Source: an optimization exercise on an open RTL-to-GDS flow (aim: small area and a short achievable clock period). Production flows keep margins and buffers that such runs may drop.
No functional check of the RTL was part of any run shown here.
No activity file was given, so power comes from the tool's default toggle rates.

--- design/flow/flow/run.sh ---
#!/bin/bash
# The standard layout (the standard.sh, unchanged synthesis), with two changes:
# - the port buffers that ORFS inserts at global placement use sky130_fd_sc_hd__buf_2
#   instead of the default pick (clkdlybuf4s50_1, a slow delay cell);
# - repair_timing aims for 9 ns of setup slack instead of 0, so that it keeps sizing
#   and buffering the paths that set the achieved period.
set -euo pipefail
export BUFFER_PORTS_ARGS="-buffer_cell sky130_fd_sc_hd__buf_2"
export SETUP_SLACK_MARGIN=9
bash standard.sh > standard_flow.log 2>&1
--- design/flow/standard.sh ---
#!/bin/bash
# synth_recipe.tcl (not shown) runs the flow's synth.tcl, then flattens the netlist and writes it again
# the make line also repeats each setting of config.mk as NAME=value (left out here)
make -C /OpenROAD-flow-scripts/flow DESIGN_CONFIG=/design/flow/config.mk WORK_HOME=/design/flow/orfs CLKGATE_MAP_FILE= SYNTH_SCRIPT=/design/flow/synth_recipe.tcl "${@:-finish}"
--- design/flow/config.mk ---
export PLATFORM = sky130hd
export DESIGN_NAME = lab1
export DESIGN_NICKNAME = lab1
export VERILOG_FILES = /design/flow/design.v
export SDC_FILE = /design/flow/constraint.sdc
export NUM_CORES = 4
export LEC_CHECK = 0
export ABC_AREA = 1
export CAP_MARGIN = 20
export CORE_MARGIN = 2
export CORE_UTILIZATION = 30
export SLEW_MARGIN = 20
--- design/flow/constraint.sdc ---
create_clock -name core_clock -period 15.0 [get_ports {clk}]
set_input_delay 3.0000 -clock core_clock [delete_from_list [all_inputs] [get_ports {clk}]]
set_output_delay 3.0000 -clock core_clock [all_outputs]
set_load 0.01 [all_outputs]
--- design/flow/design.v ---
module mul6s(input [5:0] a, input [5:0] b, output [11:0] p);
wire n1, n2, n3, n4, n5, n6, n7, n8, n9, n10, n11, n12, n13, n14, n15, n16, n17, n18, n19, n20, n21, n22, n23, n24, n25, n26, n27, n28, n29, n30, n31, n32, n33, n34, n35, n36, n37, n38, n39, n40, n41, n42, n43, n44, n45, n46, n47, n48, n49, n50, n51, n52, n53, n54, n55, n56, n57, n58, n59, n60, n61, n62, n63, n64, n65, n66, n67, n68, n69, n70, n71, n72, n73, n74, n75, n76, n77, n78, n79, n80, n81, n82, n83, n84, n85, n86, n87, n88, n89, n90, n91, n92, n93, n94, n95, n96, n97, n98;
assign n1 = a[0] & b[0];
assign n2 = a[0] & b[1];
assign n3 = a[0] & b[2];
assign n4 = a[0] & b[3];
assign n5 = a[0] & b[4];
assign n6 = ~(a[0] & b[5]);
assign n7 = a[1] & b[0];
assign n8 = a[1] & b[1];
assign n9 = a[1] & b[2];
assign n10 = a[1] & b[3];
assign n11 = a[1] & b[4];
assign n12 = ~(a[1] & b[5]);
assign n13 = a[2] & b[0];
assign n14 = a[2] & b[1];
assign n15 = a[2] & b[2];
assign n16 = a[2] & b[3];
assign n17 = a[2] & b[4];
assign n18 = ~(a[2] & b[5]);
assign n19 = a[3] & b[0];
assign n20 = a[3] & b[1];
assign n21 = a[3] & b[2];
assign n22 = a[3] & b[3];
assign n23 = a[3] & b[4];
assign n24 = ~(a[3] & b[5]);
assign n25 = a[4] & b[0];
assign n26 = a[4] & b[1];
assign n27 = a[4] & b[2];
assign n28 = a[4] & b[3];
assign n29 = a[4] & b[4];
assign n30 = ~(a[4] & b[5]);
assign n31 = ~(a[5] & b[0]);
assign n32 = ~(a[5] & b[1]);
assign n33 = ~(a[5] & b[2]);
assign n34 = ~(a[5] & b[3]);
assign n35 = ~(a[5] & b[4]);
assign n36 = a[5] & b[5];
assign n37 = n5 ^ n10;
assign n38 = n5 & n10;
assign n39 = n6 ^ n11 ^ n16;
assign n40 = (n6 & n11) | (n6 & n16) | (n11 & n16);
assign n41 = n21 ^ n26;
assign n42 = n21 & n26;
assign n43 = n12 ^ n17 ^ n22;
assign n44 = (n12 & n17) | (n12 & n22) | (n17 & n22);
assign n45 = n27 ^ n32 ^ 1'b1;
assign n46 = (n27 & n32) | (n27 & 1'b1) | (n32 & 1'b1);
assign n47 = n18 ^ n23 ^ n28;
assign n48 = (n18 & n23) | (n18 & n28) | (n23 & n28);
assign n49 = n4 ^ n9;
assign n50 = n4 & n9;
assign n51 = n15 ^ n20 ^ n25;
assign n52 = (n15 & n20) | (n15 & n25) | (n20 & n25);
assign n53 = n31 ^ n38 ^ n39;
assign n54 = (n31 & n38) | (n31 & n39) | (n38 & n39);
assign n55 = n40 ^ n42 ^ n43;
assign n56 = (n40 & n42) | (n40 & n43) | (n42 & n43);
assign n57 = n33 ^ n44 ^ n46;
assign n58 = (n33 & n44) | (n33 & n46) | (n44 & n46);
assign n59 = n24 ^ n29 ^ n34;
assign n60 = (n24 & n29) | (n24 & n34) | (n29 & n34);
assign n61 = n3 ^ n8;
assign n62 = n3 & n8;
assign n63 = n14 ^ n19 ^ n49;
assign n64 = (n14 & n19) | (n14 & n49) | (n19 & n49);
assign n65 = n37 ^ n50 ^ n51;
assign n66 = (n37 & n50) | (n37 & n51) | (n50 & n51);
assign n67 = n41 ^ n52 ^ n53;
assign n68 = (n41 & n52) | (n41 & n53) | (n52 & n53);
assign n69 = n45 ^ n54 ^ n55;
assign n70 = (n45 & n54) | (n45 & n55) | (n54 & n55);
assign n71 = n47 ^ n56 ^ n57;
assign n72 = (n47 & n56) | (n47 & n57) | (n56 & n57);
assign n73 = n48 ^ n58 ^ n59;
assign n74 = (n48 & n58) | (n48 & n59) | (n58 & n59);
assign n75 = n30 ^ n35 ^ n60;
assign n76 = (n30 & n35) | (n30 & n60) | (n35 & n60);
assign n77 = n2 ^ n7;
assign n78 = n2 & n7;
assign n79 = n13 ^ n61 ^ n78;
assign n80 = (n13 & n61) | (n13 & n78) | (n61 & n78);
assign n81 = n62 ^ n63 ^ n80;
assign n82 = (n62 & n63) | (n62 & n80) | (n63 & n80);
assign n83 = n64 ^ n65 ^ n82;
assign n84 = (n64 & n65) | (n64 & n82) | (n65 & n82);
assign n85 = n66 ^ n67 ^ n84;
assign n86 = (n66 & n67) | (n66 & n84) | (n67 & n84);
assign n87 = n68 ^ n69 ^ n86;
assign n88 = (n68 & n69) | (n68 & n86) | (n69 & n86);
assign n89 = n70 ^ n71 ^ n88;
assign n90 = (n70 & n71) | (n70 & n88) | (n71 & n88);
assign n91 = n72 ^ n73 ^ n90;
assign n92 = (n72 & n73) | (n72 & n90) | (n73 & n90);
assign n93 = n74 ^ n75 ^ n92;
assign n94 = (n74 & n75) | (n74 & n92) | (n75 & n92);
assign n95 = n36 ^ n76 ^ n94;
assign n96 = (n36 & n76) | (n36 & n94) | (n76 & n94);
assign n97 = 1'b1 ^ n96;
assign n98 = 1'b1 & n96;
assign p[0] = n1;
assign p[1] = n77;
assign p[2] = n79;
assign p[3] = n81;
assign p[4] = n83;
assign p[5] = n85;
assign p[6] = n87;
assign p[7] = n89;
assign p[8] = n91;
assign p[9] = n93;
assign p[10] = n95;
assign p[11] = n97;
endmodule
module div6(a, b, qr);
  input [5:0] a;
  input [5:0] b;
  output [11:0] qr;
  wire new_n27, new_n28, new_n29, new_n30, new_n31, new_n32, new_n33,
    new_n34, new_n35, new_n36, new_n37, new_n38, new_n39, new_n40, new_n41,
    new_n42, new_n43, new_n44, new_n45, new_n46, new_n47, new_n48, new_n49,
    new_n50, new_n51, new_n52, new_n53, new_n54, new_n55, new_n56, new_n57,
    new_n58, new_n59, new_n60, new_n61, new_n62, new_n63, new_n64, new_n65,
    new_n66, new_n67, new_n68, new_n69, new_n70, new_n71, new_n72, new_n73,
    new_n74, new_n75, new_n76, new_n77, new_n78, new_n79, new_n80, new_n81,
    new_n82, new_n83, new_n84, new_n85, new_n86, new_n87, new_n88, new_n89,
    new_n90, new_n91, new_n92, new_n93, new_n94, new_n95, new_n96, new_n97,
    new_n98, new_n99, new_n100, new_n101, new_n102, new_n103, new_n104,
    new_n105, new_n107, new_n108, new_n109, new_n110, new_n111, new_n113,
    new_n114, new_n115, new_n116, new_n117, new_n119, new_n120, new_n121,
    new_n122, new_n124, new_n125, new_n130, new_n131;
  assign new_n27 = ~a[4] & b[4];
  assign new_n28 = ~b[3] & ~b[4];
  assign new_n29 = ~b[2] & new_n28;
  assign new_n30 = ~a[4] & b[1];
  assign new_n31 = new_n29 & ~new_n30;
  assign new_n32 = a[3] & ~new_n31;
  assign new_n33 = ~b[1] & new_n32;
  assign new_n34 = b[0] & b[1];
  assign new_n35 = new_n31 & new_n34;
  assign new_n36 = ~a[3] & new_n35;
  assign new_n37 = ~new_n33 & ~new_n36;
  assign new_n38 = ~a[2] & b[0];
  assign new_n39 = ~a[3] & b[1];
  assign new_n40 = ~new_n38 & ~new_n39;
  assign new_n41 = ~new_n35 & new_n40;
  assign new_n42 = new_n37 & ~new_n41;
  assign new_n43 = a[4] & new_n28;
  assign new_n44 = b[2] & new_n43;
  assign new_n45 = new_n42 & new_n44;
  assign new_n46 = ~a[1] & b[0];
  assign new_n47 = ~b[1] & ~new_n46;
  assign new_n48 = b[1] & new_n46;
  assign new_n49 = ~new_n29 & ~new_n43;
  assign new_n50 = ~new_n42 & ~new_n49;
  assign new_n51 = b[0] & new_n50;
  assign new_n52 = a[2] & ~new_n51;
  assign new_n53 = new_n38 & new_n50;
  assign new_n54 = ~new_n52 & ~new_n53;
  assign new_n55 = ~new_n48 & ~new_n54;
  assign new_n56 = ~new_n47 & ~new_n55;
  assign new_n57 = new_n45 & ~new_n56;
  assign new_n58 = ~new_n37 & ~new_n38;
  assign new_n59 = new_n32 & ~new_n50;
  assign new_n60 = ~new_n58 & ~new_n59;
  assign new_n61 = ~b[2] & ~new_n56;
  assign new_n62 = a[4] & ~b[4];
  assign new_n63 = ~new_n28 & ~new_n62;
  assign new_n64 = b[2] & new_n56;
  assign new_n65 = ~new_n63 & ~new_n64;
  assign new_n66 = ~new_n61 & new_n65;
  assign new_n67 = ~new_n60 & ~new_n66;
  assign new_n68 = ~new_n57 & ~new_n67;
  assign new_n69 = b[3] & new_n68;
  assign new_n70 = ~b[3] & ~new_n68;
  assign new_n71 = ~a[0] & b[0];
  assign new_n72 = ~b[1] & ~new_n71;
  assign new_n73 = b[1] & new_n71;
  assign new_n74 = new_n60 & ~new_n61;
  assign new_n75 = new_n65 & ~new_n74;
  assign new_n76 = ~new_n45 & ~new_n75;
  assign new_n77 = b[0] & ~new_n76;
  assign new_n78 = a[1] & ~new_n77;
  assign new_n79 = ~a[1] & new_n77;
  assign new_n80 = ~new_n78 & ~new_n79;
  assign new_n81 = ~new_n73 & ~new_n80;
  assign new_n82 = ~new_n72 & ~new_n81;
  assign new_n83 = b[2] & new_n82;
  assign new_n84 = ~b[2] & ~new_n82;
  assign new_n85 = ~new_n47 & ~new_n48;
  assign new_n86 = ~new_n76 & new_n85;
  assign new_n87 = new_n54 & new_n86;
  assign new_n88 = ~new_n54 & ~new_n86;
  assign new_n89 = ~new_n87 & ~new_n88;
  assign new_n90 = ~new_n84 & new_n89;
  assign new_n91 = ~new_n83 & ~new_n90;
  assign new_n92 = ~new_n70 & ~new_n91;
  assign new_n93 = ~new_n69 & ~new_n92;
  assign new_n94 = ~new_n27 & new_n93;
  assign new_n95 = b[3] & new_n62;
  assign new_n96 = ~new_n75 & new_n95;
  assign new_n97 = ~new_n94 & ~new_n96;
  assign new_n98 = b[0] & ~new_n97;
  assign new_n99 = a[0] & new_n98;
  assign new_n100 = ~b[1] & new_n29;
  assign new_n101 = ~b[0] & new_n100;
  assign new_n102 = ~a[5] & ~b[5];
  assign new_n103 = ~new_n101 & new_n102;
  assign new_n104 = ~a[0] & ~new_n98;
  assign new_n105 = new_n103 & ~new_n104;
  assign qr[0] = ~new_n99 & new_n105;
  assign new_n107 = ~new_n72 & ~new_n73;
  assign new_n108 = ~new_n97 & new_n107;
  assign new_n109 = ~new_n80 & new_n108;
  assign new_n110 = new_n80 & ~new_n108;
  assign new_n111 = new_n103 & ~new_n110;
  assign qr[1] = ~new_n109 & new_n111;
  assign new_n113 = ~new_n83 & ~new_n84;
  assign new_n114 = ~new_n97 & new_n113;
  assign new_n115 = ~new_n89 & new_n114;
  assign new_n116 = new_n89 & ~new_n114;
  assign new_n117 = new_n103 & ~new_n116;
  assign qr[2] = ~new_n115 & new_n117;
  assign new_n119 = ~new_n70 & ~new_n96;
  assign new_n120 = new_n91 & ~new_n119;
  assign new_n121 = ~new_n68 & ~new_n94;
  assign new_n122 = ~new_n120 & ~new_n121;
  assign qr[3] = new_n103 & ~new_n122;
  assign new_n124 = a[4] & new_n103;
  assign new_n125 = b[4] & new_n124;
  assign qr[4] = ~new_n93 & new_n125;
  assign qr[6] = ~new_n97 & new_n103;
  assign qr[7] = ~new_n76 & new_n103;
  assign qr[8] = new_n50 & new_n103;
  assign new_n130 = ~a[3] & b[0];
  assign new_n131 = new_n31 & ~new_n130;
  assign qr[9] = new_n103 & new_n131;
  assign qr[10] = new_n100 & new_n124;
  assign qr[5] = 1'b0;
  assign qr[11] = 1'b0;
endmodule
module fseg(x, y);
  input [5:0] x;
  output [13:0] y;
  wire new_n22, new_n23, new_n24, new_n25, new_n26, new_n27, new_n28,
    new_n29, new_n30, new_n31, new_n32, new_n33, new_n34, new_n35, new_n36,
    new_n37, new_n38, new_n39, new_n40, new_n41, new_n42, new_n43, new_n44,
    new_n45, new_n46, new_n47, new_n50, new_n51, new_n53, new_n55, new_n56,
    new_n57, new_n58, new_n60, new_n62, new_n64, new_n65, new_n66, new_n67,
    new_n68, new_n69, new_n70, new_n71, new_n72, new_n73, new_n74, new_n77,
    new_n78, new_n79;
  assign new_n22 = x[2] & ~x[4];
  assign new_n23 = ~x[2] & x[4];
  assign new_n24 = ~new_n22 & ~new_n23;
  assign new_n25 = x[1] & ~x[3];
  assign new_n26 = ~x[1] & x[3];
  assign new_n27 = ~new_n25 & ~new_n26;
  assign new_n28 = new_n24 & new_n27;
  assign new_n29 = x[0] & ~new_n28;
  assign new_n30 = ~new_n24 & ~new_n26;
  assign new_n31 = ~new_n22 & ~new_n25;
  assign new_n32 = ~new_n30 & ~new_n31;
  assign new_n33 = new_n23 & new_n27;
  assign new_n34 = ~new_n24 & ~new_n25;
  assign new_n35 = ~new_n33 & new_n34;
  assign new_n36 = x[5] & ~new_n35;
  assign new_n37 = ~new_n32 & ~new_n36;
  assign new_n38 = new_n22 & new_n25;
  assign new_n39 = ~new_n33 & ~new_n38;
  assign new_n40 = ~new_n32 & new_n39;
  assign new_n41 = x[5] & ~new_n40;
  assign new_n42 = ~new_n37 & ~new_n41;
  assign new_n43 = x[5] & ~new_n27;
  assign new_n44 = new_n42 & new_n43;
  assign new_n45 = ~x[5] & new_n40;
  assign new_n46 = new_n35 & new_n45;
  assign new_n47 = ~x[0] & ~new_n46;
  assign y[2] = new_n44 | ~new_n47;
  assign y[6] = ~new_n29 & y[2];
  assign new_n50 = x[0] & ~new_n45;
  assign new_n51 = new_n37 & new_n50;
  assign y[0] = y[6] | new_n51;
  assign new_n53 = new_n42 & ~y[6];
  assign y[1] = ~x[0] & new_n53;
  assign new_n55 = ~x[0] & x[5];
  assign new_n56 = new_n32 & new_n55;
  assign new_n57 = ~new_n28 & ~new_n51;
  assign new_n58 = ~new_n55 & ~new_n57;
  assign y[3] = new_n56 | new_n58;
  assign new_n60 = new_n39 & ~new_n46;
  assign y[4] = ~y[0] & ~new_n60;
  assign new_n62 = x[0] & ~new_n57;
  assign y[5] = new_n53 | new_n62;
  assign new_n64 = x[5] & ~new_n22;
  assign new_n65 = ~new_n29 & new_n64;
  assign new_n66 = ~new_n23 & ~new_n65;
  assign new_n67 = ~x[3] & ~new_n66;
  assign new_n68 = x[4] & ~new_n67;
  assign new_n69 = x[1] & ~x[5];
  assign new_n70 = ~new_n23 & new_n69;
  assign new_n71 = ~new_n22 & ~new_n70;
  assign new_n72 = x[3] & ~new_n71;
  assign new_n73 = ~new_n56 & new_n72;
  assign new_n74 = ~x[4] & ~new_n73;
  assign y[7] = ~new_n68 & ~new_n74;
  assign y[9] = new_n67 | new_n73;
  assign new_n77 = ~x[4] & ~x[5];
  assign new_n78 = x[4] & x[5];
  assign new_n79 = ~new_n77 & ~new_n78;
  assign y[8] = ~y[9] & new_n79;
  assign y[10] = y[7] | ~new_n79;
  assign y[12] = y[7] | new_n79;
  assign y[11] = 1'b0;
  assign y[13] = y[7];
endmodule
module segb(c, y);
  input [11:0] c;
  output [27:0] y;
  wire new_n42, new_n43, new_n44, new_n45, new_n46, new_n47, new_n48,
    new_n49, new_n50, new_n51, new_n52, new_n53, new_n54, new_n55, new_n56,
    new_n57, new_n58, new_n59, new_n60, new_n61, new_n62, new_n63, new_n64,
    new_n65, new_n66, new_n67, new_n68, new_n69, new_n70, new_n71, new_n72,
    new_n73, new_n74, new_n75, new_n76, new_n77, new_n78, new_n79, new_n80,
    new_n81, new_n82, new_n83, new_n84, new_n85, new_n86, new_n87, new_n88,
    new_n89, new_n90, new_n91, new_n92, new_n93, new_n94, new_n95, new_n96,
    new_n97, new_n98, new_n99, new_n100, new_n101, new_n102, new_n103,
    new_n104, new_n105, new_n106, new_n107, new_n108, new_n109, new_n110,
    new_n111, new_n112, new_n113, new_n114, new_n115, new_n116, new_n117,
    new_n118, new_n119, new_n120, new_n121, new_n122, new_n123, new_n124,
    new_n125, new_n126, new_n127, new_n128, new_n129, new_n130, new_n131,
    new_n132, new_n133, new_n134, new_n135, new_n136, new_n137, new_n138,
    new_n139, new_n140, new_n141, new_n142, new_n143, new_n144, new_n145,
    new_n146, new_n147, new_n148, new_n149, new_n150, new_n151, new_n152,
    new_n153, new_n154, new_n155, new_n156, new_n157, new_n158, new_n159,
    new_n160, new_n161, new_n162, new_n163, new_n164, new_n165, new_n166,
    new_n167, new_n169, new_n170, new_n171, new_n172, new_n173, new_n174,
    new_n177, new_n178, new_n179, new_n180, new_n181, new_n182, new_n183,
    new_n184, new_n185, new_n186, new_n187, new_n189, new_n190, new_n192,
    new_n193, new_n195, new_n197, new_n198, new_n199, new_n200, new_n201,
    new_n202, new_n203, new_n204, new_n205, new_n206, new_n207, new_n208,
    new_n209, new_n210, new_n211, new_n212, new_n213, new_n214, new_n215,
    new_n216, new_n217, new_n218, new_n219, new_n220, new_n221, new_n222,
    new_n223, new_n224, new_n225, new_n226, new_n227, new_n228, new_n229,
    new_n230, new_n231, new_n232, new_n233, new_n234, new_n235, new_n236,
    new_n237, new_n238, new_n239, new_n240, new_n241, new_n242, new_n243,
    new_n244, new_n245, new_n246, new_n247, new_n248, new_n249, new_n250,
    new_n251, new_n252, new_n254, new_n255, new_n256, new_n257, new_n260,
    new_n262, new_n263, new_n265, new_n268, new_n269, new_n270, new_n271,
    new_n272, new_n273, new_n274, new_n275, new_n276, new_n277, new_n278,
    new_n279, new_n281, new_n282, new_n283, new_n284, new_n285, new_n286,
    new_n287, new_n288, new_n291, new_n292, new_n295, new_n298, new_n299,
    new_n301;
  assign new_n42 = ~c[0] & ~c[1];
  assign new_n43 = ~c[2] & new_n42;
  assign new_n44 = c[11] & ~new_n43;
  assign new_n45 = c[3] & ~new_n44;
  assign new_n46 = ~c[3] & new_n44;
  assign new_n47 = ~new_n45 & ~new_n46;
  assign new_n48 = ~c[3] & new_n43;
  assign new_n49 = c[11] & ~new_n48;
  assign new_n50 = ~c[4] & ~new_n49;
  assign new_n51 = c[4] & new_n49;
  assign new_n52 = ~new_n50 & ~new_n51;
  assign new_n53 = ~c[4] & new_n48;
  assign new_n54 = ~c[5] & new_n53;
  assign new_n55 = ~c[6] & new_n54;
  assign new_n56 = c[11] & ~new_n55;
  assign new_n57 = ~c[7] & new_n56;
  assign new_n58 = c[7] & ~new_n56;
  assign new_n59 = ~new_n57 & ~new_n58;
  assign new_n60 = c[11] & ~new_n53;
  assign new_n61 = c[5] & new_n60;
  assign new_n62 = ~c[5] & ~new_n60;
  assign new_n63 = ~new_n61 & ~new_n62;
  assign new_n64 = new_n59 & new_n63;
  assign new_n65 = c[11] & ~new_n54;
  assign new_n66 = c[6] & ~new_n65;
  assign new_n67 = ~c[6] & new_n65;
  assign new_n68 = ~new_n66 & ~new_n67;
  assign new_n69 = c[8] & ~c[10];
  assign new_n70 = ~c[9] & ~new_n69;
  assign new_n71 = ~c[8] & c[10];
  assign new_n72 = new_n70 & new_n71;
  assign new_n73 = c[9] & new_n69;
  assign new_n74 = ~new_n72 & ~new_n73;
  assign new_n75 = ~new_n68 & ~new_n74;
  assign new_n76 = c[9] & ~new_n71;
  assign new_n77 = ~c[11] & ~new_n76;
  assign new_n78 = c[11] & ~new_n70;
  assign new_n79 = ~new_n77 & ~new_n78;
  assign new_n80 = ~c[7] & new_n71;
  assign new_n81 = new_n54 & new_n80;
  assign new_n82 = new_n79 & ~new_n81;
  assign new_n83 = new_n68 & new_n82;
  assign new_n84 = ~new_n75 & ~new_n83;
  assign new_n85 = new_n64 & ~new_n84;
  assign new_n86 = ~new_n59 & ~new_n63;
  assign new_n87 = ~c[7] & new_n55;
  assign new_n88 = c[11] & ~new_n87;
  assign new_n89 = ~new_n70 & ~new_n88;
  assign new_n90 = ~new_n76 & new_n88;
  assign new_n91 = ~new_n89 & ~new_n90;
  assign new_n92 = new_n68 & new_n74;
  assign new_n93 = ~new_n69 & ~new_n71;
  assign new_n94 = ~new_n75 & ~new_n93;
  assign new_n95 = ~new_n92 & new_n94;
  assign new_n96 = ~new_n91 & ~new_n95;
  assign new_n97 = new_n84 & ~new_n96;
  assign new_n98 = new_n86 & new_n97;
  assign new_n99 = ~new_n85 & ~new_n98;
  assign new_n100 = ~c[6] & c[11];
  assign new_n101 = ~new_n58 & new_n100;
  assign new_n102 = ~new_n66 & ~new_n101;
  assign new_n103 = ~new_n91 & ~new_n93;
  assign new_n104 = ~new_n102 & new_n103;
  assign new_n105 = new_n93 & new_n102;
  assign new_n106 = ~new_n104 & ~new_n105;
  assign new_n107 = new_n99 & new_n106;
  assign new_n108 = ~new_n99 & ~new_n106;
  assign new_n109 = ~new_n107 & ~new_n108;
  assign new_n110 = ~new_n52 & ~new_n109;
  assign new_n111 = ~new_n64 & ~new_n86;
  assign new_n112 = new_n97 & new_n111;
  assign new_n113 = new_n86 & new_n96;
  assign new_n114 = ~new_n85 & ~new_n113;
  assign new_n115 = ~new_n112 & new_n114;
  assign new_n116 = ~new_n110 & ~new_n115;
  assign new_n117 = new_n110 & new_n115;
  assign new_n118 = ~new_n96 & ~new_n108;
  assign new_n119 = ~new_n59 & ~new_n118;
  assign new_n120 = new_n59 & ~new_n96;
  assign new_n121 = new_n99 & new_n120;
  assign new_n122 = ~new_n119 & ~new_n121;
  assign new_n123 = new_n63 & ~new_n122;
  assign new_n124 = ~new_n63 & new_n122;
  assign new_n125 = ~new_n123 & ~new_n124;
  assign new_n126 = new_n117 & ~new_n125;
  assign new_n127 = ~new_n116 & ~new_n126;
  assign new_n128 = new_n52 & new_n109;
  assign new_n129 = ~new_n117 & ~new_n128;
  assign new_n130 = new_n47 & ~new_n125;
  assign new_n131 = new_n129 & new_n130;
  assign new_n132 = new_n127 & ~new_n131;
  assign new_n133 = new_n47 & new_n132;
  assign new_n134 = ~new_n47 & ~new_n127;
  assign new_n135 = ~new_n133 & ~new_n134;
  assign new_n136 = ~new_n47 & new_n125;
  assign new_n137 = ~new_n130 & ~new_n136;
  assign new_n138 = new_n129 & ~new_n137;
  assign new_n139 = c[11] & ~new_n42;
  assign new_n140 = c[2] & ~new_n139;
  assign new_n141 = ~c[2] & new_n139;
  assign new_n142 = ~new_n140 & ~new_n141;
  assign new_n143 = ~new_n133 & ~new_n142;
  assign new_n144 = ~new_n129 & ~new_n134;
  assign new_n145 = ~new_n143 & new_n144;
  assign new_n146 = ~new_n138 & ~new_n145;
  assign new_n147 = new_n135 & ~new_n146;
  assign new_n148 = ~c[0] & new_n147;
  assign new_n149 = c[0] & c[11];
  assign new_n150 = c[1] & ~new_n149;
  assign new_n151 = ~c[1] & new_n149;
  assign new_n152 = ~new_n150 & ~new_n151;
  assign new_n153 = ~new_n135 & ~new_n152;
  assign new_n154 = new_n135 & new_n152;
  assign new_n155 = ~new_n153 & ~new_n154;
  assign new_n156 = ~new_n148 & ~new_n155;
  assign new_n157 = new_n129 & new_n135;
  assign new_n158 = new_n146 & ~new_n157;
  assign new_n159 = ~new_n146 & new_n157;
  assign new_n160 = ~new_n158 & ~new_n159;
  assign new_n161 = new_n142 & new_n160;
  assign new_n162 = ~new_n142 & ~new_n160;
  assign new_n163 = ~new_n161 & ~new_n162;
  assign new_n164 = ~new_n156 & ~new_n163;
  assign new_n165 = c[0] & ~new_n152;
  assign new_n166 = new_n146 & new_n165;
  assign new_n167 = new_n163 & ~new_n166;
  assign y[3] = ~new_n164 & ~new_n167;
  assign new_n169 = c[0] & y[3];
  assign new_n170 = c[1] & new_n146;
  assign new_n171 = ~c[1] & ~new_n146;
  assign new_n172 = ~c[0] & ~new_n171;
  assign new_n173 = ~new_n170 & new_n172;
  assign new_n174 = new_n163 & new_n173;
  assign y[0] = new_n169 | new_n174;
  assign y[2] = c[0] | new_n174;
  assign new_n177 = c[0] & c[1];
  assign new_n178 = c[2] & ~new_n177;
  assign new_n179 = c[1] & ~c[2];
  assign new_n180 = ~new_n178 & ~new_n179;
  assign new_n181 = ~new_n135 & new_n180;
  assign new_n182 = ~new_n146 & ~new_n181;
  assign new_n183 = new_n163 & new_n182;
  assign new_n184 = ~new_n147 & ~new_n163;
  assign new_n185 = ~new_n42 & new_n135;
  assign new_n186 = new_n184 & new_n185;
  assign new_n187 = ~new_n183 & ~new_n186;
  assign y[1] = ~y[2] & ~new_n187;
  assign new_n189 = new_n152 & new_n183;
  assign new_n190 = ~new_n186 & ~new_n189;
  assign y[5] = new_n169 | ~new_n190;
  assign new_n192 = ~new_n148 & ~new_n163;
  assign new_n193 = ~new_n173 & ~new_n192;
  assign y[4] = ~y[5] & new_n193;
  assign new_n195 = new_n169 & new_n184;
  assign y[6] = new_n174 | new_n195;
  assign new_n197 = ~new_n142 & new_n153;
  assign new_n198 = ~new_n182 & ~new_n197;
  assign new_n199 = ~c[10] & c[11];
  assign new_n200 = c[10] & ~c[11];
  assign new_n201 = ~new_n199 & ~new_n200;
  assign new_n202 = ~new_n79 & ~new_n96;
  assign new_n203 = new_n59 & ~new_n202;
  assign new_n204 = c[8] & ~new_n88;
  assign new_n205 = ~c[8] & new_n88;
  assign new_n206 = ~new_n204 & ~new_n205;
  assign new_n207 = new_n203 & new_n206;
  assign new_n208 = ~new_n203 & ~new_n206;
  assign new_n209 = ~new_n207 & ~new_n208;
  assign new_n210 = ~new_n201 & ~new_n209;
  assign new_n211 = new_n74 & ~new_n210;
  assign new_n212 = ~new_n75 & new_n82;
  assign new_n213 = ~new_n122 & ~new_n212;
  assign new_n214 = ~new_n211 & new_n213;
  assign new_n215 = new_n122 & new_n211;
  assign new_n216 = ~new_n214 & ~new_n215;
  assign new_n217 = ~new_n132 & ~new_n216;
  assign new_n218 = ~new_n79 & ~new_n211;
  assign new_n219 = new_n122 & new_n218;
  assign new_n220 = ~new_n217 & ~new_n219;
  assign new_n221 = ~new_n52 & ~new_n115;
  assign new_n222 = ~new_n109 & ~new_n221;
  assign new_n223 = new_n74 & ~new_n209;
  assign new_n224 = ~new_n210 & ~new_n223;
  assign new_n225 = new_n222 & ~new_n224;
  assign new_n226 = ~new_n222 & new_n224;
  assign new_n227 = ~new_n225 & ~new_n226;
  assign new_n228 = new_n220 & new_n227;
  assign new_n229 = ~new_n220 & ~new_n227;
  assign new_n230 = ~new_n228 & ~new_n229;
  assign new_n231 = new_n132 & new_n216;
  assign new_n232 = ~new_n217 & ~new_n231;
  assign new_n233 = ~new_n222 & ~new_n230;
  assign new_n234 = ~new_n209 & ~new_n220;
  assign new_n235 = ~new_n122 & new_n212;
  assign new_n236 = new_n209 & new_n235;
  assign new_n237 = ~new_n234 & ~new_n236;
  assign new_n238 = ~new_n233 & new_n237;
  assign new_n239 = new_n232 & new_n238;
  assign new_n240 = ~new_n230 & ~new_n239;
  assign new_n241 = new_n230 & new_n239;
  assign new_n242 = ~new_n240 & ~new_n241;
  assign new_n243 = new_n160 & new_n242;
  assign new_n244 = ~new_n160 & ~new_n242;
  assign new_n245 = ~new_n243 & ~new_n244;
  assign new_n246 = ~new_n232 & ~new_n238;
  assign new_n247 = new_n230 & ~new_n246;
  assign new_n248 = ~new_n160 & ~new_n247;
  assign new_n249 = new_n160 & new_n247;
  assign new_n250 = ~new_n248 & ~new_n249;
  assign new_n251 = ~new_n246 & ~new_n250;
  assign new_n252 = ~new_n245 & new_n251;
  assign y[9] = ~new_n198 | new_n252;
  assign new_n254 = ~new_n242 & ~new_n246;
  assign new_n255 = new_n250 & new_n254;
  assign new_n256 = new_n245 & ~new_n255;
  assign new_n257 = ~new_n198 & ~new_n256;
  assign y[7] = y[9] & ~new_n257;
  assign y[8] = new_n198 & new_n255;
  assign new_n260 = new_n198 & new_n250;
  assign y[10] = new_n256 & ~new_n260;
  assign new_n262 = ~new_n198 & new_n252;
  assign new_n263 = new_n256 & new_n260;
  assign y[11] = new_n262 | new_n263;
  assign new_n265 = ~new_n198 & new_n245;
  assign y[12] = new_n255 | new_n265;
  assign y[13] = ~new_n250 & y[7];
  assign new_n268 = ~new_n240 & ~new_n248;
  assign new_n269 = ~new_n79 & ~new_n122;
  assign new_n270 = ~new_n247 & new_n269;
  assign new_n271 = ~new_n224 & ~new_n270;
  assign new_n272 = new_n122 & ~new_n233;
  assign new_n273 = ~c[9] & ~new_n199;
  assign new_n274 = c[9] & ~new_n200;
  assign new_n275 = ~new_n273 & ~new_n274;
  assign new_n276 = ~new_n272 & new_n275;
  assign new_n277 = ~new_n235 & ~new_n276;
  assign new_n278 = new_n271 & new_n277;
  assign new_n279 = ~new_n79 & new_n278;
  assign y[16] = ~new_n268 | new_n279;
  assign new_n281 = ~new_n82 & new_n272;
  assign new_n282 = new_n224 & ~new_n281;
  assign new_n283 = ~new_n271 & ~new_n282;
  assign new_n284 = ~new_n122 & new_n233;
  assign new_n285 = ~new_n272 & ~new_n284;
  assign new_n286 = ~new_n278 & new_n285;
  assign new_n287 = ~new_n283 & new_n286;
  assign new_n288 = ~new_n268 & ~new_n287;
  assign y[14] = y[16] & ~new_n288;
  assign y[15] = new_n268 & new_n283;
  assign new_n291 = ~new_n271 & ~new_n277;
  assign new_n292 = ~new_n278 & ~new_n291;
  assign y[18] = ~y[14] & ~new_n292;
  assign y[17] = new_n287 & ~y[18];
  assign new_n295 = ~new_n268 & new_n286;
  assign y[19] = new_n283 | new_n295;
  assign y[20] = new_n277 & y[14];
  assign new_n298 = ~new_n74 & new_n213;
  assign new_n299 = ~new_n233 & new_n298;
  assign y[26] = ~new_n201 | new_n299;
  assign new_n301 = new_n82 & new_n210;
  assign y[22] = new_n222 & new_n301;
  assign y[21] = y[26] & ~y[22];
  assign y[25] = 1'b0;
  assign y[24] = ~y[22];
  assign y[23] = y[21];
  assign y[27] = y[21];
endmodule
module lab1(clear, sign, bcd_out, overflow, c, a, b, f, w, clk);
   input [5:0] a, b;
   input [1:0] f;
   input       w;
   input       clk;
   output reg [11:0] c;
   output        overflow;
   output [27:0] bcd_out;
   output        sign;
   output [5:0]  clear;
   wire       sub = f[0];
   wire [5:0] bx = b ^ {6{sub}};
   wire [5:0] as = a + bx + {5'd0, sub};
   wire [11:0] prod, qr;
   mul6s mul(.a(a), .b(b), .p(prod));
   div6  div(.a(a), .b(b), .qr(qr));
   assign overflow = ~f[1] & (a[5] ~^ bx[5]) & (as[5] ^ a[5]);
   assign clear = 6'b111111;
   always @(posedge clk)
     if (w) c <= {a, b};
     else if (f[1]) c <= f[0] ? qr : prod;
     else c <= {6'b0, as};
   wire [13:0] seg_lo, seg_hi;
   wire [27:0] seg_w;
   fseg conv_lo(.x(c[5:0]), .y(seg_lo));
   fseg conv_hi(.x(c[11:6]), .y(seg_hi));
   segb conv12(.c(c), .y(seg_w));
   wire m2 = f[1] & ~f[0];
   assign bcd_out = m2 ? seg_w : {seg_hi[13:7], seg_hi[6:0], seg_lo[13:7], seg_lo[6:0]};
   assign sign = f[1] ? ~c[11] : ~c[5];
endmodule
==> run_results.csv, run 1 <==
group,metric,value,unit
worst_hold_path,holdPathStages,3,
global_route,antenna_found_initial,0,
worst_hold_path,holdCritPathClass,"in -> reg",
timing,hold_viol_final,0,
timing,period_share,0.528,
logic_synthesis,synthFlopType,"dfxtp_1",
timing,layout_min_cycle_time,7.92,ns
logic_synthesis,synth_area_per_cell,5.94,um2
worst_setup_path,crit_path_end_kind,"output port",
clock_tree,clock_path_buffers,2,
floorplanning,die_w,126,um
clock_tree,htree_levels,1,
status,status,"no timing/DRC/antenna violations",
timing,slew_viol_final,0,
worst_setup_path,critPathRequiredTime,12.00,ns
floorplanning,fp.dieH,126,um
final_layout,fillers,1410,
placed_design,gp_congestion,0.872,
floorplanning,initial_core_util,0.307,
logic_synthesis,ys_seq_elements,12,
global_route,grtUsageTotal,0.188,
clock_tree,cts_hold_buf,0,
timing,fmax,0.126,GHz
routing,via_per_inst,4.89,
logic_synthesis,ys_seq_area_frac,0.0539,
routing,drtPass1Iterations,5,
logic_synthesis,synth_top_area_share,0.167,
final_layout,final_common_cell,"nand2_1",
power,p_per_area,201,nW/um2
timing,worstMarginPinSlew,0.520,ns
placed_design,port_buffers,56,
global_route,grt_max_degree,19,
logic_synthesis,syn_area,4460,um2
timing,setup_tns,0,ns
clock_tree,cts_tree,"done",
clock_tree,cts_buffers,3,
logic_synthesis,yosys.area.top_type,"nand2_1",
worst_setup_path,startpoint_type,"primary input",
final_layout,largest_reg_flops,12,
global_route,grt_overflow,0,
logic_synthesis,synthArstFlopShare,0,
flow_run,maxCapViolations,0,
power,vdd_drop_max,0.116,mV
clock_tree,clkTransAtPathRegs,0.04,ns
routing,ant_nets,0,
worst_setup_path,critPathArrivalTime,4.92,ns
clock_tree,cts.sinks,12,
final_layout,drive_gt1_frac,0.428,
floorplanning,die_area,15900,um2
logic_synthesis,ys_types,53,
final_layout,largest-register,"c",
final_layout,layout.nets,963,
placed_design,dpl.hpwl,10200,um
floorplanning,core,14500,um2
worst_setup_path,path_max_fanout,4,
routing,drt-total-wl,16100,um
clock_tree,cts-root-buf,"clkbuf_16",
routing,drt_iter0_markers,252,
timing,worst_hold_slack,3.03,ns
power,total_power,1.41,mW
logic_synthesis,synth_edf_count,0,
power,p_leak,3.59,nW
final_layout,area_growth,56.5,%
timing,relSlewSlack,0.651,
final_layout,post-route-util,0.480,
floorplanning,pin_count,64,
routing,vias,5220,
final_layout,n_antenna_cell,0,
logic_synthesis,yosysWarnings,1,
timing,rsz0062_at_grt,"true",
logic_synthesis,synthTopCellsByArea,"nand2_1 17%, inv_1 13%, fa_1 11%",
global_route,grt_pass1_vias,5111,
global_route,grt_pass1_wl,24700,um
routing,drc_errors,0,
logic_synthesis,syn_inst,750,
worst_setup_path,path_class,"in -> out",
timing,setup_viol,0,
floorplanning,row_count,44,
final_layout,reg_top3,"c: 12 flops",
final_layout,final_cell_mix,"161 x nand2_1, 134 x inv_1, 55 x buf_4",
routing,wl_per_cell,15.1,um
==> per-layer routing <==
metal / global-route usage / part of all wire / up-vias
li1: - / - / 2615
met1: 0.224 / 0.41 / 2447
met2: 0.350 / 0.52 / 114
met3: 0.0102 / 0.029 / 44
met4: 0.0743 / 0.037 / 0
met5: 0 / 0 / -
==> kinds of logic (layout without fill, tap and decap cells) <==
group / Yosys count / in the layout / share of synthesized area
xor gates and xnor gates: 11 / 11 / 0.0216
other: 2 / 7 / 0.00168
AOI/OAI and AO/OA: 108 / 108 / 0.145
buffers and inverters: 193 / 321 / 0.174
adders and majority gates: 63 / 63 / 0.219
DFF: 12 / 12 / 0.0539
and+or+nand+nor: 361 / 361 / 0.385
==> per-stage QoR <==
| stage | instance area [um2] | worst slack, ns | instances |
|---|---|---|---|
| 2_1_floorplan | 4910 | 7.43 | 755 |
| 3_3_place_gp | 5170 | 7.01 | 967 |
| 3_5_place_dp | 5170 | 6.98 | 967 |
| 4_1_cts | 6370 | 7.35 | 1041 |
| 5_1_grt | 6980 | 6.99 | 1067 |
| 6_report | 6980 | 7.08 | 1067 |
==> cell type report <==
cell class | instances | area [um2] | share of cell area
multi-input combinational | 550 | 4350 | 0.623
clock buffer | 4 | 88.8 | 0.0127
tap | 184 | 230 | 0.0330
inverter | 164 | 658 | 0.0943
timing repair buffer | 153 | 1380 | 0.198
sequential | 12 | 270 | 0.0387
==> path summary, 6_finish.rpt <==
check | start | end | slack, ns
worst max-delay path | f[0] | overflow | 7.08
worst min-delay path | a[2] | c[8] | 3.03
==> where the power goes <==
group	switching, mW	total [mW]	internal (mW)
logic	0.750	1.30	0.555
registers	0.00855	0.0458	0.0373
clock network	0.0147	0.0550	0.0403
total	0.773	1.41	0.633
==> worst max-delay path, stage by stage <==
cell and delay, ns:
buf_12 0.11, xnor2_4 0.16, inv_1 0.06, ha_1 0.31, nand2_2 0.09, nor2_2 0.05
a211oi_2 0.29, nor2_1 0.12, nor2_1 0.11, nor2_1 0.07, nor2_2 0.19, o21ai_2 0.10
a21oi_4 0.14, buf_6 0.12
==> Yosys cell counts (3+ instances only) <==
| master | n |
|---|---|
| buf_2 | 5 |
| inv_1 | 150 |
| inv_2 | 13 |
| o21ai_1 | 7 |
| clkbuf_1 | 12 |
| nand4_1 | 11 |
| nor2_1 | 39 |
| buf_4 | 10 |
| o22ai_1 | 12 |
| o31ai_1 | 3 |
| nand3_1 | 51 |
| nor3_1 | 4 |
| o211ai_1 | 4 |
| nor2_4 | 4 |
| dfxtp_1 | 12 |
| o21ai_0 | 31 |
| ha_1 | 38 |
| nand3b_1 | 3 |
| nand3_2 | 13 |
| fa_1 | 25 |
| xor2_1 | 9 |
| nand2_2 | 26 |
| nand2_1 | 198 |
| o21ai_2 | 3 |
| a21oi_1 | 32 |
==> repair_timing <==
item | in CTS | in global routing
gates resized for setup | 138 | 93
pin swaps | 63 | 60
buffers inserted | 68 | 26
cloned | 2 | 0
setup endpoints to repair | 39 | 39
==> inputs of run 2 (changes only) <==
--- a/design/flow/config.mk
+++ b/design/flow/config.mk
@@ -11,2 +11,3 @@
 export CORE_UTILIZATION = 30
 export SLEW_MARGIN = 20
+export TNS_END_PERCENT = 0
==> run_results.csv, run 2 <==
group,metric,value,unit
power,p_per_area,162,nW/um2
logic_synthesis,synth_area_per_cell,5.94,um2
logic_synthesis,yosysWarnings,1,
routing,via_per_inst,4.88,
power,clkPwrFrac,0.057,
worst_hold_path,worst_hold_startpoint,"b[1]",
timing,slew_viol_final,0,
final_layout,largest-register,"c",
global_route,antenna_found_initial,0,
logic_synthesis,synth_common_cells,"198 x nand2_1, 150 x inv_1, 51 x nand3_1",
floorplanning,fp.dieH,126,um
logic_synthesis,ys_seq_elements,12,
power,p_leak,3.15,nW
flow_run,maxCapViolations,0,
floorplanning,core,14500,um2
final_layout,final_common_cell,"nand2_1",
worst_setup_path,path_max_fanout,3,
logic_synthesis,ys_types,53,
routing,wl_per_cell,13.5,um
worst_setup_path,path_class,"in -> reg",
logic_synthesis,synthArstFlopShare,0,
floorplanning,die_area,15900,um2
worst_setup_path,critPathArrivalTime,7.99,ns
power,switching_share,0.571,
timing,worst_hold_slack,3.11,ns
worst_hold_path,holdCritPathClass,"in -> reg",
final_layout,reg_top3,"c: 12 flops",
floorplanning,die_w,126,um
logic_synthesis,syn_area,4460,um2
final_layout,final_cell_mix,"191 x nand2_1, 146 x inv_1, 52 x buf_2",
worst_setup_path,crit_path_start,"b[2]",
worst_setup_path,path_common_cell,"buf_4",
placed_design,gp_congestion,0.868,
routing,ant_nets,0,
floorplanning,pin_count,64,
global_route,grt_max_degree,33,
power,total_power,0.916,mW
timing,period_share,0.524,
final_layout,final_cell_area,5650,um2
logic_synthesis,synthFlopType,"dfxtp_1",
timing,layout_min_cycle_time,7.86,ns
placed_design,dpl.hpwl,10100,um
timing,fmax,0.127,GHz
clock_tree,htree_levels,1,
worst_setup_path,critPathRequiredTime,15.14,ns
final_layout,largest_reg_flops,12,
worst_hold_path,holdPathStages,3,
worst_setup_path,slowest_delay,0.34,ns
timing,worst_slack,7.14,ns
logic_synthesis,syn_inst,750,
global_route,grt_pass1_vias,4593,
status,status,"no timing/DRC/antenna violations",
routing,drtPass1Iterations,5,
routing,drt_iter0_markers,332,
logic_synthesis,synth_most_common_cell,"nand2_1",
clock_tree,clkTransAtPathRegs,0.04,ns
worst_setup_path,crit_path_end_kind,"flip-flop",
power,combPwrFrac,0.892,
timing,setup_tns,0,ns
floorplanning,row_count,44,
logic_synthesis,yosys.area.top_type,"nand2_1",
clock_tree,cts.sinks,12,
placed_design,port_buffers,56,
clock_tree,cts_hold_buf,0,
final_layout,area_growth,26.7,%
timing,hold_viol_final,0,
power,power_switching,0.523,mW
timing,setup_viol,0,
power,sequentialPowerShare,0.051,
clock_tree,clock_path_buffers,2,
logic_synthesis,synth_top_area_share,0.167,
routing,vias,5006,
clock_tree,cts-root-buf,"clkbuf_16",
floorplanning,initial_core_util,0.307,
logic_synthesis,ys_seq_area_frac,0.0539,
final_layout,drive_gt1_frac,0.282,
logic_synthesis,synth_edf_count,0,
logic_synthesis,synthTopCellsByArea,"nand2_1 17%, inv_1 13%, fa_1 11%",
final_layout,n_antenna_cell,0,
global_route,grt_pass1_wl,21800,um
clock_tree,cts_buffers,3,
placed_design,pre_cts_slack,7.03,ns
worst_setup_path,startpoint_type,"primary input",
clock_tree,cts_tree,"done",
power,vdd_drop_max,0.0800,mV
routing,drc_errors,0,
global_route,grt_overflow,0,
worst_setup_path,slowest_stage,"ha_1",
routing,drt-total-wl,13800,um
global_route,grtUsageTotal,0.164,
timing,rsz0062_at_grt,"true",
power,p_int,0.393,mW
placed_design,placed_area,4870,um2
final_layout,layout.nets,921,
[run 2: cell type report]
cell class                 instances  area [um2]
clock buffer                       4        88.8
fill                            1607        8880
inverter                         164         619
multi-input combinational        550        3680
sequential                        12         269
tap                              184         230
timing repair buffer             111         758
[run 2: what timing repair did]
| item | in CTS | in global routing |
|---|---|---|
| pin swaps | 24 | 31 |
| gates resized for setup | 49 | 35 |
| setup endpoints to repair | 38 | 39 |
| buffers inserted | 42 | 12 |
| endpoints found under the hold margin | 0 | 0 |
| cloned | 0 | 0 |
[run 2: per-stage QoR]
stage / cells / util
floorplan: 755 / -
global placement: 967 / 0.335
detailed placement: 967 / 0.335
CTS: 1013 / 0.374
global route: 1025 / 0.389
finish: 1025 / 0.389
[run 2: final timing paths]
path | slack, ns | to
hold / removal | 3.11 | c[1]
setup / recovery | 7.14 | c[3]
[run 2: power groups by stage]
stage,registers [mW],logic (mW),clock network [mW]
5_1_grt,0.0480,0.924,0.0547
6_report,0.0470,0.817,0.0524
3_5_place_dp,0.0474,0.695,0
4_1_cts,0.0472,0.762,0.0530
2_1_floorplan,0.0444,0.541,0
3_3_place_gp,0.0473,0.692,0
[run 2: cell families (layout without fill, tap and decap cells)]
family / after synthesis / count (layout) / synth area share
buf+inv: 193 / 279 / 0.174
fa+ha+maj: 63 / 63 / 0.219
simple gates: 361 / 361 / 0.385
other cells: 2 / 7 / 0.00168
flops: 12 / 12 / 0.0539
compound gates: 108 / 108 / 0.145
xor+xnor: 11 / 11 / 0.0216
[run 2: routing by layer]
| metal | wire (um) | GRT usage |
|---|---|---|
| met1 | 6140 | 0.218 |
| met2 | 6700 | 0.287 |
| met5 | 0 | 0 |
| met4 | 394 | 0.0517 |
| met3 | 560 | 0.00765 |
[run 2: critical path, delay by kind of cell]
kind            cells  cell delay (ns)
buf+inv            30             3.66
compound gates      3             0.49
fa+ha+maj           1             0.34
xor+xnor            1             0.16
simple gates        4             0.35
==> inputs of run 3 (changes only) <==
==> design/flow/flow/run.sh (replaced) <==
#!/bin/bash
# The standard layout (the standard.sh, unchanged synthesis), with two changes:
# - the port buffers that ORFS inserts at global placement use sky130_fd_sc_hd__buf_2
#   instead of the default pick (clkdlybuf4s50_1, a slow delay cell);
# - repair_timing aims for 8 ns of setup slack instead of 0, so that it keeps sizing
#   and buffering the paths that set the achieved period.
set -euo pipefail
export BUFFER_PORTS_ARGS="-buffer_cell sky130_fd_sc_hd__buf_2"
export SETUP_SLACK_MARGIN=8
bash standard.sh > standard_flow.log 2>&1
--- a/design/flow/config.mk
+++ b/design/flow/config.mk
@@ -11,3 +11,2 @@
 export CORE_UTILIZATION = 30
 export SLEW_MARGIN = 20
-export TNS_END_PERCENT = 0
==> run_results.csv, run 3 <==
group,metric,value,unit
power,clkPwrFrac,0.038,
placed_design,dpl.hpwl,10300,um
global_route,antenna_found_initial,0,
timing,fmax,0.129,GHz
flow_run,maxCapViolations,0,
routing,vias,5390,
logic_synthesis,yosysWarnings,1,
floorplanning,die_w,126,um
logic_synthesis,synth_edf_count,0,
clock_tree,cts_hold_buf,0,
clock_tree,cts_tree,"done",
logic_synthesis,ys_seq_elements,12,
routing,drt-total-wl,15800,um
routing,via_per_inst,5.00,
final_layout,fillers,1446,
worst_setup_path,slowest_stage,"ha_1",
power,power_switching,0.682,mW
timing,setup_tns,0,ns
final_layout,layout.nets,974,
clock_tree,clock_path_buffers,2,
floorplanning,row_count,44,
final_layout,drive_gt1_frac,0.387,
floorplanning,initial_core_util,0.307,
floorplanning,core,14500,um2
timing,worst_hold_slack,3.08,ns
worst_setup_path,path_class,"in -> reg",
routing,ant_nets,0,
power,combPwrFrac,0.926,
floorplanning,pin_count,64,
global_route,grt_pass1_vias,5145,
final_layout,n_antenna_cell,0,
logic_synthesis,yosys.area.top_type,"nand2_1",
routing,drtPass1Iterations,5,
timing,layout_min_cycle_time,7.75,ns
logic_synthesis,synth_common_cells,"198 x nand2_1, 150 x inv_1, 51 x nand3_1",
worst_hold_path,holdCritPathClass,"in -> reg",
worst_setup_path,path_common_cell,"buf_4",
logic_synthesis,ys_seq_area_frac,0.0539,
global_route,grt_util_met3,0.0119,
timing,worst_slack,7.25,ns
power,p_int,0.573,mW
final_layout,final_common_cell,"nand2_1",
final_layout,area_growth,50.7,%
global_route,grt_use_met1,0.241,
clock_tree,cts_buffers,3,
final_layout,largest_reg_flops,12,
logic_synthesis,synth_most_common_cell,"nand2_1",
final_layout,reg_top3,"c: 12 flops",
global_route,grt_pass1_wl,24800,um
timing,rsz0062_at_grt,"true",
timing,hold_viol_final,0,
global_route,grt_busiest_layer,"met2",
global_route,grt_overflow,0,
timing,slew_viol_final,0,
worst_setup_path,critPathArrivalTime,7.89,ns
clock_tree,htree_levels,1,
worst_setup_path,critPathRequiredTime,15.14,ns
worst_setup_path,startpoint_type,"primary input",
status,status,"no timing/DRC/antenna violations",
routing,drt_iter0_markers,373,
logic_synthesis,syn_area,4460,um2
timing,period_share,0.516,
logic_synthesis,synthFlopType,"dfxtp_1",
floorplanning,die_area,15900,um2
logic_synthesis,synth_area_per_cell,5.94,um2
routing,wl_per_cell,14.7,um
floorplanning,fp.dieH,126,um
clock_tree,cts-root-buf,"clkbuf_16",
final_layout,final_cell_area,6720,um2
global_route,use_met2,0.336,
logic_synthesis,synthTopCellsByArea,"nand2_1 17%, inv_1 13%, fa_1 11%",
timing,setup_viol,0,
global_route,grt_max_degree,17,
power,vdd_drop_max,0.140,mV
logic_synthesis,syn_inst,750,
logic_synthesis,ys_types,53,
worst_setup_path,slowest_delay,0.34,ns
logic_synthesis,synthArstFlopShare,0,
placed_design,placed_area,4980,um2
logic_synthesis,synth_top_area_share,0.167,
global_route,grtUsageTotal,0.186,
power,switching_share,0.544,
power,p_leak,3.55,nW
clock_tree,clkTransAtPathRegs,0.04,ns
placed_design,gp_congestion,0.871,
placed_design,pre_cts_slack,7.03,ns
final_layout,final_cell_mix,"178 x nand2_1, 138 x inv_1, 90 x buf_4",
worst_setup_path,path_max_fanout,3,
worst_setup_path,crit_path_end_kind,"flip-flop",
clock_tree,cts.sinks,12,
placed_design,port_buffers,56,
final_layout,largest-register,"c",
power,p_per_area,187,nW/um2
power,total_power,1.25,mW
routing,drc_errors,0,
power,sequentialPowerShare,0.036,
## run 3: what timing repair did
| action | CTS | global route |
|---|---|---|
| pin swaps | 61 | 51 |
| setup buffers | 85 | 20 |
| resized for setup | 128 | 72 |
| setup endpoints to repair | 30 | 32 |
| gates cloned | 2 | 0 |
## run 3: worst paths after layout
check | start | to | cells past startpoint
max | b[2] | c[3] | 39
min | b[1] | c[1] | 3
## run 3: worst max-delay path, delay by kind of cell
kind / cells / cell delay (ns)
buf+inv: 30 / 3.61
compound gates: 3 / 0.45
fa+ha+maj: 1 / 0.34
simple gates: 4 / 0.31
xor+xnor: 1 / 0.16
## run 3: kinds of logic after synthesis
logic type               after synthesis  synth area share
AND/OR/NAND/NOR                      361             0.385
adder cells (fa/ha/maj)               63             0.219
XOR/XNOR                              11            0.0216
flip-flops                            12            0.0539
AO/OA/AOI/OAI                        108             0.145
buffers and inverters                193             0.174
other                                  2           0.00168
## run 3: metrics by stage
| step | cells | util |
|---|---|---|
| after detailed placement | 967 | 0.343 |
| after CTS | 1058 | 0.428 |
| after global placement | 967 | 0.343 |
| after global routing | 1078 | 0.462 |
| final | 1078 | 0.462 |
| after floorplan | 755 | - |
## run 3: final cells by class
type / count / area (um2) / area share
Sequential cell: 12 / 279 / 0.0415
Inverter: 164 / 659 / 0.0982
Tap cell: 184 / 230 / 0.0343
Multi-Input combinational cell: 550 / 4110 / 0.613
Timing Repair Buffer: 164 / 1360 / 0.202
Clock buffer: 4 / 78.8 / 0.0117
## run 3: power groups by stage
stage                     clock (mW)  combinational (mW)  sequential [mW]
after detailed placement           0               0.716           0.0488
after global routing          0.0505                1.26           0.0459
final                         0.0475                1.16           0.0453
after global placement             0               0.712           0.0488
after floorplan                    0               0.558           0.0454
after CTS                     0.0485               0.964           0.0448
## run 3: per-layer routing
metal / part of all wire / up-vias
li1: - / 2638
met1: 0.40 / 2489
met2: 0.51 / 218
met3: 0.059 / 45
met4: 0.028 / 0
met5: 0 / -
==> inputs of run 4 (changes only) <==
--- a/design/flow/config.mk
+++ b/design/flow/config.mk
@@ -11,2 +11,3 @@
 export CORE_UTILIZATION = 30
 export SLEW_MARGIN = 20
+export TNS_END_PERCENT = 0
==> run_results.csv, run 4 <==
group,metric,value,unit
power,vdd_drop_max,0.0800,mV
power,sequentialPowerShare,0.051,
routing,vias,5006,
final_layout,final_cell_mix,"191 x nand2_1, 146 x inv_1, 52 x buf_2",
global_route,grt_pass1_wl,21800,um
placed_design,dpl.hpwl,10100,um
global_route,grt_overflow,0,
worst_setup_path,critPathArrivalTime,7.99,ns
floorplanning,initial_core_util,0.307,
final_layout,drive_gt1_frac,0.282,
logic_synthesis,yosys.area.top_type,"nand2_1",
worst_setup_path,path_max_fanout,3,
clock_tree,htree_levels,1,
logic_synthesis,syn_inst,750,
timing,layout_min_cycle_time,7.86,ns
floorplanning,pin_count,64,
worst_setup_path,slowest_stage,"ha_1",
clock_tree,clock_path_buffers,2,
routing,wl_per_cell,13.5,um
power,p_int,0.393,mW
worst_setup_path,path_common_cell,"buf_4",
power,switching_share,0.571,
worst_setup_path,crit_path_end_kind,"flip-flop",
routing,drc_errors,0,
final_layout,largest_reg_flops,12,
logic_synthesis,yosysWarnings,1,
timing,worst_hold_slack,3.11,ns
logic_synthesis,synth_most_common_cell,"nand2_1",
logic_synthesis,syn_area,4460,um2
flow_run,maxCapViolations,0,
placed_design,port_buffers,56,
routing,drtPass1Iterations,5,
power,power_switching,0.523,mW
power,p_per_area,162,nW/um2
timing,setup_viol,0,
floorplanning,core,14500,um2
floorplanning,fp.dieH,126,um
global_route,grt_max_degree,33,
logic_synthesis,ys_seq_elements,12,
placed_design,gp_congestion,0.868,
timing,period_share,0.524,
logic_synthesis,synth_top_area_share,0.167,
logic_synthesis,synth_edf_count,0,
clock_tree,cts-root-buf,"clkbuf_16",
logic_synthesis,synthArstFlopShare,0,
logic_synthesis,ys_types,53,
floorplanning,die_area,15900,um2
final_layout,area_growth,26.7,%
worst_setup_path,startpoint_type,"primary input",
worst_setup_path,path_class,"in -> reg",
power,total_power,0.916,mW
clock_tree,cts_buffers,3,
logic_synthesis,synthFlopType,"dfxtp_1",
timing,fmax,0.127,GHz
clock_tree,cts_tree,"done",
power,clkPwrFrac,0.057,
clock_tree,cts.sinks,12,
logic_synthesis,synth_area_per_cell,5.94,um2
final_layout,largest-register,"c",
timing,hold_viol_final,0,
status,status,"no timing/DRC/antenna violations",
logic_synthesis,synthTopCellsByArea,"nand2_1 17%, inv_1 13%, fa_1 11%",
timing,rsz0062_at_grt,"true",
routing,ant_nets,0,
floorplanning,row_count,44,
worst_hold_path,holdCritPathClass,"in -> reg",
routing,drt_iter0_markers,332,
global_route,grt_pass1_vias,4593,
power,combPwrFrac,0.892,
final_layout,final_common_cell,"nand2_1",
final_layout,reg_top3,"c: 12 flops",
floorplanning,die_w,126,um
clock_tree,clkTransAtPathRegs,0.04,ns
worst_setup_path,slowest_delay,0.34,ns
timing,slew_viol_final,0,
logic_synthesis,synth_common_cells,"198 x nand2_1, 150 x inv_1, 51 x nand3_1",
timing,setup_tns,0,ns
logic_synthesis,ys_seq_area_frac,0.0539,
global_route,antenna_found_initial,0,
global_route,grtUsageTotal,0.164,
final_layout,layout.nets,921,
worst_setup_path,critPathRequiredTime,15.14,ns
clock_tree,cts_hold_buf,0,
routing,via_per_inst,4.88,
final_layout,post-route-util,0.389,
routing,drt-total-wl,13800,um
final_layout,n_antenna_cell,0,
power,p_leak,3.15,nW
final_layout,fillers,1607,
## run 4: final cells by class
cell class | count | area (um2) | area share
timing repair buffer | 111 | 758 | 0.134
tap | 184 | 230 | 0.0407
clock buffer | 4 | 88.8 | 0.0157
inverter | 164 | 619 | 0.110
multi-input combinational | 550 | 3680 | 0.652
sequential | 12 | 269 | 0.0476
## run 4: cells by family after synthesis
kind of cell | count (synthesis) | synth area share
adder cells (fa/ha/maj) | 63 | 0.219
other | 2 | 0.00168
AND/OR/NAND/NOR | 361 | 0.385
AO/OA/AOI/OAI | 108 | 0.145
flip-flops | 12 | 0.0539
buffers and inverters | 193 | 0.174
XOR/XNOR | 11 | 0.0216
## run 4: metal layers
layer  global-route usage  part of all wire
met1                0.218              0.45
met2                0.287              0.49
met3              0.00765             0.041
met4               0.0517             0.029
met5                    0                 0
## run 4: path summary, 6_finish.rpt
path                  startpoint   end  slack, ns  cells after the start
worst max-delay path        b[2]  c[3]       7.14                     39
worst min-delay path        b[1]  c[1]       3.11                      3
## run 4: worst max-delay path, delay by kind of cell
family	cells	cell delay, ns
buf+inv	30	3.66
compound gates	3	0.49
simple gates	4	0.35
fa+ha+maj	1	0.34
xor+xnor	1	0.16
## run 4: metrics by stage
step | instances | worst slack (ns) | area (um2)
final | 1025 | 7.14 | 5650
after global routing | 1025 | 7.07 | 5650
after CTS | 1013 | 7.39 | 5430
after detailed placement | 967 | 7.03 | 4870
after global placement | 967 | 7.07 | 4870
after floorplan | 755 | 7.43 | 4530
## run 4: power by group through the flow
stage | Sequential, mW | Clock [mW] | Combinational [mW]
2_1_floorplan | 0.0444 | 0 | 0.541
3_3_place_gp | 0.0473 | 0 | 0.692
3_5_place_dp | 0.0474 | 0 | 0.695
4_1_cts | 0.0472 | 0.0530 | 0.762
5_1_grt | 0.0480 | 0.0547 | 0.924
6_report | 0.0470 | 0.0524 | 0.817
## run 4: what timing repair did
action                                  4_1_cts  5_1_grt
endpoints found under the setup margin       32       33
setup buffers                                42       12
pin swaps                                    24       31
resized for setup                            49       35
==> inputs of run 5 (changes only) <==
==> design/flow/flow/run.sh (replaced) <==
#!/bin/bash
# The standard layout (the standard.sh), with two changes:
# - the port buffers that ORFS inserts at global placement use sky130_fd_sc_hd__buf_2
#   instead of the default pick (clkdlybuf4s50_1, a slow delay cell);
# - no adder map file, so Yosys's extract_fa step is skipped and ABC maps the adder
#   logic with the other gates (extract_fa wraps its full adders in inverters).
#   The registers are the same as the standard synthesis's.
set -euo pipefail
export BUFFER_PORTS_ARGS="-buffer_cell sky130_fd_sc_hd__buf_2"
export ADDER_MAP_FILE=
bash standard.sh > standard_flow.log 2>&1
--- a/design/flow/config.mk
+++ b/design/flow/config.mk
@@ -11,3 +11,2 @@
 export CORE_UTILIZATION = 30
 export SLEW_MARGIN = 20
-export TNS_END_PERCENT = 0
==> run_results.csv, run 5 <==
group,metric,value,unit
logic_synthesis,yosys.area.top_type,"nand2_1",
placed_design,dpl.hpwl,10500,um
clock_tree,cts_buffers,3,
final_layout,final-instance-count-excl-fill,1051,
timing,rsz0062_at_grt,"false",
timing,layout_min_cycle_time,8.17,ns
flow_run,maxCapViolations,0,
logic_synthesis,synth_area_per_cell,5.12,um2
logic_synthesis,synth_most_common_cell,"nand2_1",
final_layout,final_cell_area,4730,um2
floorplanning,fp.dieH,123,um
timing,relSlewSlack,0.511,
logic_synthesis,synthArstFlopShare,0,
logic_synthesis,syn_area,4280,um2
floorplanning,die_area,15200,um2
clock_tree,cts_hold_buf,0,
timing,setup_tns,0,ns
logic_synthesis,ys_types,53,
timing,hold_viol_final,0,
logic_synthesis,synth_common_cells,"256 x nand2_1, 104 x inv_1, 77 x nor2_1",
worst_setup_path,slowest_stage,"clkinv_1",
clock_tree,htree_levels,1,
final_layout,layout.nets,888,
floorplanning,pin_count,64,
worst_setup_path,slowest_delay,0.65,ns
logic_synthesis,synthTopCellsByArea,"nand2_1 22%, inv_1 9.1%, nand3_1 8.4%",
routing,dr_wl_met3,800,um
final_layout,reg_top3,"c: 12 flops",
clock_tree,cts.repair.resized,0,
placed_design,gp_congestion,0.904,
worst_setup_path,cp_top_family,"buffers and inverters",
final_layout,final_cell_mix,"256 x nand2_1, 104 x inv_1, 77 x nor2_1",
routing,drt_iter0_markers,327,
global_route,grt_max_degree,26,
routing,via_per_inst,4.90,
clock_tree,clkTransAtPathRegs,0.04,ns
worst_setup_path,path_cells,"buf_2, inv_1, nor2_1, buf_4, clkinv_1, nand3_1, o21ai_0, o21bai_1, buf_2",
global_route,grt_pass1_vias,4722,
logic_synthesis,yosysWarnings,1,
final_layout,n_antenna_cell,0,
timing,slew_viol_final,0,
worst_hold_path,holdCritPathClass,"in -> reg",
worst_setup_path,critPathRequiredTime,12.00,ns
final_layout,area_growth,10.6,%
logic_synthesis,synth_edf_count,0,
clock_tree,postCtsSetupBuffers,0,
clock_tree,cts.sinks,12,
logic_synthesis,synthFlopType,"dfxtp_1",
routing,wl_per_cell,12.2,um
status,status,"no timing/DRC/antenna violations",
worst_hold_path,holdPathStages,3,
routing,drt-total-wl,12900,um
routing,vias,5151,
routing,met1Wirelength,5920,um
routing,route.met2.wl,5990,um
clock_tree,cts_tree,"done",
worst_setup_path,crit_path_end_kind,"output port",
routing,ant_nets,0,
final_layout,seq_area,240,um2
worst_setup_path,path_class,"in -> out",
logic_synthesis,ys_seq_elements,12,
worst_setup_path,startpoint_type,"primary input",
logic_synthesis,syn_inst,835,
logic_synthesis,ys_seq_area_frac,0.0562,
logic_synthesis,synth_top_area_share,0.225,
global_route,grt_pass1_wl,21800,um
placed_design,port_buffers,56,
routing,drc_errors,0,
worst_setup_path,path_common_cell,"buf_2",
worst_setup_path,critPathArrivalTime,5.17,ns
final_layout,drive_gt1_frac,0.155,
floorplanning,initial_core_util,0.308,
worst_setup_path,cp_num_cells,9,
worst_setup_path,path_buf_inv,5,
power,vdd_drop_max,0.0643,mV
floorplanning,die_w,123,um
timing,period_share,0.545,
final_layout,multi_input_area,3430,um2
timing,setup_viol,0,
floorplanning,row_count,43,
global_route,grtUsageTotal,0.174,
routing,top_layer,"met4",
floorplanning,core,13900,um2
placed_design,placed_area,4640,um2
placed_design,placed_cells,1047,
final_layout,fillers,1624,
final_layout,final_common_cell,"nand2_1",
timing,fmax,0.122,GHz
power,p_per_area,142,nW/um2
power,p_leak,2.62,nW
clock_tree,clock_path_buffers,2,
final_layout,largest_reg_flops,12,
final_layout,largest-register,"c",
routing,drtPass1Iterations,6,
clock_tree,cts-root-buf,"clkbuf_16",
timing,worstMarginPinSlew,0.729,ns
global_route,grt_overflow,0,
global_route,antenna_found_initial,0,
worst_setup_path,path_max_fanout,25,
-- run 5: report_power, final --
part | switching [mW] | total (mW) | internal, mW
registers | 0.00844 | 0.0443 | 0.0359
logic | 0.378 | 0.577 | 0.199
clock network | 0.0124 | 0.0525 | 0.0401
total | 0.399 | 0.674 | 0.275
-- run 5: final timing paths --
| path | slack (ns) | end | startpoint |
|---|---|---|---|
| worst max-delay path | 6.83 | bcd_out[10] | f[1] |
| worst min-delay path | 3.11 | c[1] | w |
-- run 5: cells by family (layout without fill, tap and decap cells) --
logic type,count (synthesis),after routing,share of synthesized area
flip-flops,12,12,0.0562
buffers and inverters,153,184,0.147
other,2,7,0.00176
multiplexers,1,1,0.00234
AO/OA/AOI/OAI,135,135,0.192
XOR/XNOR,40,40,0.0881
AND/OR/NAND/NOR,492,492,0.513
-- run 5: cell type report --
cell class,instances,share of cell area
multi-input combinational,675,0.724
inverter,123,0.0976
timing repair buffer,57,0.0608
sequential,12,0.0508
tap,180,0.0476
clock buffer,4,0.0188
-- run 5: metal layers --
metal	global-route usage	up-vias
met5	0	-
met4	0.0412	0
met3	0.0129	15
met2	0.312	152
met1	0.225	2227
li1	-	2757
-- run 5: metrics by stage --
| step | power (mW) | hold WS (ns) | worst slack [ns] | util |
|---|---|---|---|---|
| after floorplan | 0.508 | 3.11 | 7.15 | - |
| final | 0.674 | 3.11 | 6.83 | 0.341 |
| after global placement | 0.619 | 3.37 | 6.85 | 0.334 |
| after detailed placement | 0.620 | 3.35 | 6.79 | 0.334 |
| after global routing | 0.764 | 3.12 | 6.60 | 0.341 |
| after CTS | 0.675 | 3.10 | 6.80 | 0.341 |

[afterwards: timing with drivers on the ports]
The flow's constraints put no driver on any port. The routed layouts listed below were extracted and timed again, unchanged, in two steps. Step 1, drivers: a clkbuf_16 drives clk and a buf_2 each remaining input, both assumed. Step 2 times the ports against the registers' clock, not the clock port: input delays grow and output delays shrink by t, the midpoint of the rising clock arrivals with the driver on. Slacks: ideal / step 1 / step 2; pairs: ideal / step 1.
| run | t, ns | slack for setup (ns) | latest minus earliest clock arrival (ns) |
|---|---|---|---|
| run 1 | 0.273 | 7.078 / 7.018 / 6.807 | 0.002 / 0.001 |
| run 2 | 0.266 | 7.144 / 7.120 / 6.864 | 0.000 / 0.001 |
| run 3 | 0.263 | 7.253 / 7.234 / 6.971 | 0.003 / 0.002 |
| run 4 | 0.266 | 7.144 / 7.120 / 6.864 | 0.000 / 0.001 |
| run 5 | 0.267 | 6.828 / 6.781 / 6.781 | 0.000 / 0.000 |
After both steps setup and hold are still met in every run listed. The setup slack of run 3, which loses most, moves by -0.019 ns with the drivers and by -0.282 ns with both steps.
